Context: an optimization exercise on an open-source flow, tuned for small area, a short achievable clock period and few clock cycles per item. The choices shown serve that exercise and are no tape-out recipe.
At most, simulation tests tie the RTL to the original design; equivalence was not proved.
No activity file was given, so power comes from the tool's default toggle rates.

==> module BidCalc, before the edit <==
module BidCalc(
  input  [7:0] best,
  input  [7:0] second,
  input  [7:0] reward,
  output [7:0] bid
);
  wire [7:0] y0 = reward - second;
  wire [7:0] y1 = (reward + 8'd1) - second;
  wire [7:0] y = (best == second) ? y1 : y0;
  assign bid = (best == 8'd0) ? 8'd0 : y;
endmodule
Settings: LEC_CHECK=0, CAP_MARGIN=20, CORE_MARGIN=2, CORE_UTILIZATION=40, PLACE_DENSITY=0.6, SLEW_MARGIN=20, SYNTH_HIERARCHICAL=1; clock period 4.0 ns.
run.sh (not shown) runs the stock make flow with config.mk's settings and CLKGATE_MAP_FILE= SYNTH_SCRIPT=/design/flow/synth_recipe.tcl, a recipe that flattens the netlist after the stock synthesis.
The starting point completed, yet does not pass: setup timing.
Edit:
--- a/flow/design.v
+++ b/flow/design.v
@@ -126,12 +126,14 @@
 module GAnd2(input a, input b, output y); assign y = a & b; endmodule
 module GNand2(input a, input b, output y); assign y = ~(a & b); endmodule
 module GNor2(input a, input b, output y); assign y = ~(a | b); endmodule
 module GNand3(input a, input b, input c, output y); assign y = ~(a & b & c); endmodule
 module GNor3(input a, input b, input c, output y); assign y = ~(a | b | c); endmodule
 module GNor4(input a, input b, input c, input d, output y); assign y = ~(a | b | c | d); endmodule
+module GNand4(input a, input b, input c, input d, output y); assign y = ~(a & b & c & d); endmodule
+module GMux2(input a, input b, input s, output y); assign y = s ? b : a; endmodule
 module GXor2(input a, input b, output y); assign y = a ^ b; endmodule
 module GXnor2(input a, input b, output y); assign y = ~(a ^ b); endmodule
 module GAoi21(input a1, input a2, input b1, output y); assign y = ~((a1 & a2) | b1); endmodule
 module GOai21(input a1, input a2, input b1, output y); assign y = ~((a1 | a2) & b1); endmodule
 module GAoi22(input a1, input a2, input b1, input b2, output y); assign y = ~((a1 & a2) | (b1 & b2)); endmodule
 module GOai22(input a1, input a2, input b1, input b2, output y); assign y = ~((a1 | a2) & (b1 | b2)); endmodule
@@ -203,16 +205,36 @@
 module BidCalc(
   input  [7:0] best,
   input  [7:0] second,
   input  [7:0] reward,
   output [7:0] bid
 );
-  wire [7:0] y0 = reward - second;
-  wire [7:0] y1 = (reward + 8'd1) - second;
-  wire [7:0] y = (best == second) ? y1 : y0;
-  assign bid = (best == 8'd0) ? 8'd0 : y;
+  wire [7:0] x;
+  wire e0, e1, e;
+  genvar k;
+  generate
+    for (k = 0; k < 8; k = k + 1) begin : q
+      GXnor2 u (.a(best[k]), .b(second[k]), .y(x[k]));
+    end
+  endgenerate
+  GNand4 q0 (.a(x[0]), .b(x[1]), .c(x[2]), .d(x[3]), .y(e0));
+  GNand4 q1 (.a(x[4]), .b(x[5]), .c(x[6]), .d(x[7]), .y(e1));
+  GNor2  q2 (.a(e0), .b(e1), .y(e));
+  wire z0, z1, nz;
+  GNor4  n0 (.a(best[0]), .b(best[1]), .c(best[2]), .d(best[3]), .y(z0));
+  GNor4  n1 (.a(best[4]), .b(best[5]), .c(best[6]), .d(best[7]), .y(z1));
+  GNand2 n2 (.a(z0), .b(z1), .y(nz));
+  wire [7:0] dec = second - 8'd1;
+  wire [7:0] sub;
+  generate
+    for (k = 0; k < 8; k = k + 1) begin : m
+      GMux2 u (.a(second[k]), .b(dec[k]), .s(e), .y(sub[k]));
+    end
+  endgenerate
+  wire [7:0] nbid;
+  Benefit8 d (.r(reward), .v(nz), .p(sub), .b(bid), .nb(nbid));
 endmodule
 module SearchTask(
   input         clock,
   input         reset,
   input         io_inValid,
   input         io_inLast,
=>
- The new run finished clean
- worst hold slack stays flat
- die area drops slightly
- fmax climbs by a few percent
- cell count decreases slightly
- power increases slightly
- critical path depth came out higher by 12
- setup slack gains 0.13 ns
Testbench counts after the change, summed over its fixed seeds: cycles 31,933, rounds 5,813.
No functional check of the RTL was part of the first run of this note.

========
AuctionSearch, a different RTL version from the one above (not shown whole).
For scale: about 2,800 cells after synthesis, ~340 I/O pins, ~0.016 sq mm of cells after synthesis.
## AuctionSearch
module AuctionSearch(
  input         clock,
  input         reset,
  output        io_rewardIn_0_ready,
  input         io_rewardIn_0_valid,
  input  [7:0]  io_rewardIn_0_reward,
  input  [10:0] io_rewardIn_0_idx,
  input         io_rewardIn_0_last,
  output [10:0] io_agentIdx_0,
  input  [7:0]  io_price_0,
  output        io_rewardIn_1_ready,
  input         io_rewardIn_1_valid,
  input  [7:0]  io_rewardIn_1_reward,
  input  [10:0] io_rewardIn_1_idx,
  output [10:0] io_agentIdx_1,
  input  [7:0]  io_price_1,
  output        io_rewardIn_2_ready,
  input         io_rewardIn_2_valid,
  input  [7:0]  io_rewardIn_2_reward,
  input  [10:0] io_rewardIn_2_idx,
  output [10:0] io_agentIdx_2,
  input  [7:0]  io_price_2,
  output        io_rewardIn_3_ready,
  input         io_rewardIn_3_valid,
  input  [7:0]  io_rewardIn_3_reward,
  input  [10:0] io_rewardIn_3_idx,
  output [10:0] io_agentIdx_3,
  input  [7:0]  io_price_3,
  output        io_rewardIn_4_ready,
  input         io_rewardIn_4_valid,
  input  [7:0]  io_rewardIn_4_reward,
  input  [10:0] io_rewardIn_4_idx,
  output [10:0] io_agentIdx_4,
  input  [7:0]  io_price_4,
  output        io_rewardIn_5_ready,
  input         io_rewardIn_5_valid,
  input  [7:0]  io_rewardIn_5_reward,
  input  [10:0] io_rewardIn_5_idx,
  output [10:0] io_agentIdx_5,
  input  [7:0]  io_price_5,
  output        io_rewardIn_6_ready,
  input         io_rewardIn_6_valid,
  input  [7:0]  io_rewardIn_6_reward,
  input  [10:0] io_rewardIn_6_idx,
  output [10:0] io_agentIdx_6,
  input  [7:0]  io_price_6,
  output        io_rewardIn_7_ready,
  input         io_rewardIn_7_valid,
  input  [7:0]  io_rewardIn_7_reward,
  input  [10:0] io_rewardIn_7_idx,
  output [10:0] io_agentIdx_7,
  input  [7:0]  io_price_7,
  input         io_resultOut_ready,
  output        io_resultOut_valid,
  output [10:0] io_resultOut_winner,
  output [7:0]  io_resultOut_bid
);
==> module Sel10, before the edit <==
module Sel10(
  input  [79:0] v,
  input  [9:0]  s,
  output reg [7:0] y
);
  integer i;
  always @* begin
    y = 8'd0;
    for (i = 0; i < 10; i = i + 1)
      y = y | ({8{s[i]}} & v[8*i +: 8]);
  end
endmodule
Settings: LEC_CHECK=0, CAP_MARGIN=20, CORE_MARGIN=2, CORE_UTILIZATION=40, GPL_TIMING_DRIVEN=0, PLACE_DENSITY=0.6, SETUP_SLACK_MARGIN=0.1, SLEW_MARGIN=20, SYNTH_HIERARCHICAL=1; clock period 4.0 ns.
standard.sh (not shown) runs the stock make flow with config.mk's settings and CLKGATE_MAP_FILE= SYNTH_SCRIPT=/design/flow/synth_recipe.tcl, a recipe that flattens the netlist after the stock synthesis.
==> flow/flow/run.sh <==
#!/bin/bash
# The standard layout (standard.sh), with two changes:
# - plain buf_2 buffers on the ports instead of the flow's default choice (a
#   delay cell); every port still gets its own buffer;
# - after synthesis, every combinational cell is set to the smallest drive of
#   its kind (flow/downsize.tcl); the flow's resizing sizes up what timing needs.
# Each tool's full output goes to a log of its own here; ORFS's per-step logs
# are under orfs/logs/.
set -euo pipefail
export BUFFER_PORTS_ARGS="-buffer_cell sky130_fd_sc_hd__buf_2"
bash standard.sh synth > standard_synth.log 2>&1
export SYNTH_ODB=orfs/results/${FLOW_PLATFORM}/AuctionSearch/base/1_synth.odb
openroad -no_init -exit flow/downsize.tcl > downsize.log 2>&1
touch orfs/results/${FLOW_PLATFORM}/AuctionSearch/base/1_synth.sdc
bash standard.sh > standard.log 2>&1
==> flow/flow/downsize.tcl <==
# Set every combinational cell of the synthesized netlist to the smallest
# drive of its kind (same function and footprint); placement's and timing
# repair's resizing then sizes up what the timing needs. Registers, tie cells
# and delay cells are left as synthesis made them.
read_db $::env(SYNTH_ODB)
set db [ord::get_db]
set block [ord::get_db_block]
set swapped 0
set saved 0.0
foreach inst [$block getInsts] {
  set m [$inst getMaster]
  set name [$m getName]
  if {![regexp {^(sky130_fd_sc_hd__([a-z0-9]+))_([0-9]+)$} $name -> base kind n]} { continue }
  if {[regexp {^(df|edf|sdf|dl|conb|tap|fill|decap|clkdly|dlygate|dlymetal|probe|lpflow|ebuf|einv)} $kind]} { continue }
  set best $m
  foreach s {0 1 2} {
    set c [$db findMaster ${base}_$s]
    if {$c ne "NULL" && [$c getWidth] < [$best getWidth]} { set best $c }
  }
  if {$best ne $m} {
    set saved [expr {$saved + ([$m getWidth] - [$best getWidth]) * [$m getHeight] / 1e6}]
    $inst swapMaster $best
    incr swapped
  }
}
puts "downsize: swapped $swapped cells, [format %.1f $saved] um2 less"
write_db $::env(SYNTH_ODB)
The baseline finished with timing, DRC and antenna clean.
Testbench counts at the start, summed over its fixed seeds: cycles 31,933, rounds 5,813.
Rerun with:
--- a/flow/design.v
+++ b/flow/design.v
@@ -126,10 +126,11 @@
 module GNand3(input a, input b, input c, output y); assign y = ~(a & b & c); endmodule
 module GNor3(input a, input b, input c, output y); assign y = ~(a | b | c); endmodule
 module GNor4(input a, input b, input c, input d, output y); assign y = ~(a | b | c | d); endmodule
 module GNand4(input a, input b, input c, input d, output y); assign y = ~(a & b & c & d); endmodule
 module GMux2(input a, input b, input s, output y); assign y = s ? b : a; endmodule
+module GOr3(input a, input b, input c, output y); assign y = a | b | c; endmodule
 module GXor2(input a, input b, output y); assign y = a ^ b; endmodule
 module GXnor2(input a, input b, output y); assign y = ~(a ^ b); endmodule
 module GAoi21(input a1, input a2, input b1, output y); assign y = ~((a1 & a2) | b1); endmodule
 module GOai21(input a1, input a2, input b1, output y); assign y = ~((a1 | a2) & b1); endmodule
 module GAoi22(input a1, input a2, input b1, input b2, output y); assign y = ~((a1 & a2) | (b1 & b2)); endmodule
@@ -192,18 +193,26 @@
   GNor3  o2 (.a(a), .b(b), .c(c), .y(y2));
 endmodule
 module Sel10(
   input  [79:0] v,
   input  [9:0]  s,
-  output reg [7:0] y
+  output [7:0]  y
 );
-  integer i;
-  always @* begin
-    y = 8'd0;
-    for (i = 0; i < 10; i = i + 1)
-      y = y | ({8{s[i]}} & v[8*i +: 8]);
-  end
+  genvar b, i;
+  generate
+    for (b = 0; b < 8; b = b + 1) begin : bsl
+      wire [9:0] t;
+      wire p0, p1, p2;
+      for (i = 0; i < 10; i = i + 1) begin : term
+        GNand2 u (.a(s[i]), .b(v[8*i+b]), .y(t[i]));
+      end
+      GNand4 o0 (.a(t[0]), .b(t[1]), .c(t[2]), .d(t[3]), .y(p0));
+      GNand3 o1 (.a(t[4]), .b(t[5]), .c(t[6]), .y(p1));
+      GNand3 o2 (.a(t[7]), .b(t[8]), .c(t[9]), .y(p2));
+      GOr3   o3 (.a(p0), .b(p1), .c(p2), .y(y[b]));
+    end
+  endgenerate
 endmodule
 module BidCalc(
   input  [7:0] best,
   input  [7:0] second,
   input  [7:0] reward,
What happened: Clock-buffer cell count increases by 3; routed wire length grows by 9.3%; synthesized area goes up by about 1.8%; cell count increases by about 7%; clock skew barely changes; fmax stays flat; non-clock buffer count decreases by 21; setup slack degrades by 0.0044 ns; core utilization rises by 1.6 points.
The RTL of the second run of this note was laid out without a check of its function.

## afterwards: timing with drivers on the ports
Ports are ideal in the flow. The routed layouts listed here were re-timed in OpenROAD.
Step 1 assumes that a clkbuf_16 drives the clock port and a buf_2 every other input.
Step 2 moves the port delays by t, midway between the first and last clock arrival at a register: inputs arrive t later, outputs are due t later. That takes back most of the time a late clock gives input paths.
a / b / c = ideal / step 1 / step 2; a / b = the first two.
run | t (ns) | slack for setup (ns) | worst setup path at the end | latest minus earliest clock arrival (ns) | pins driven straight from the clock port
the first run of note 1 | 0.506 | -0.033 / -0.085 / -0.433 | input to register | 0.014 / 0.014 | 1
the second run of note 1 | 0.516 | 0.100 / 0.055 / -0.395 | input to register | 0.018 / 0.019 | 1
the first run of note 2 | 0.510 | 0.110 / 0.054 / -0.320 | input to register | 0.013 / 0.013 | 1
the second run of note 2 | 0.501 | 0.105 / 0.105 / -0.376 | input to register | 0.012 / 0.012 | 1
Met with ideal ports but missed after step 2: setup timing in the second run of note 1, the first run of note 2 and the second run of note 2. The setup slack of the second run of note 1, which loses most, moves by -0.045 ns with the drivers and by -0.495 ns with both steps.
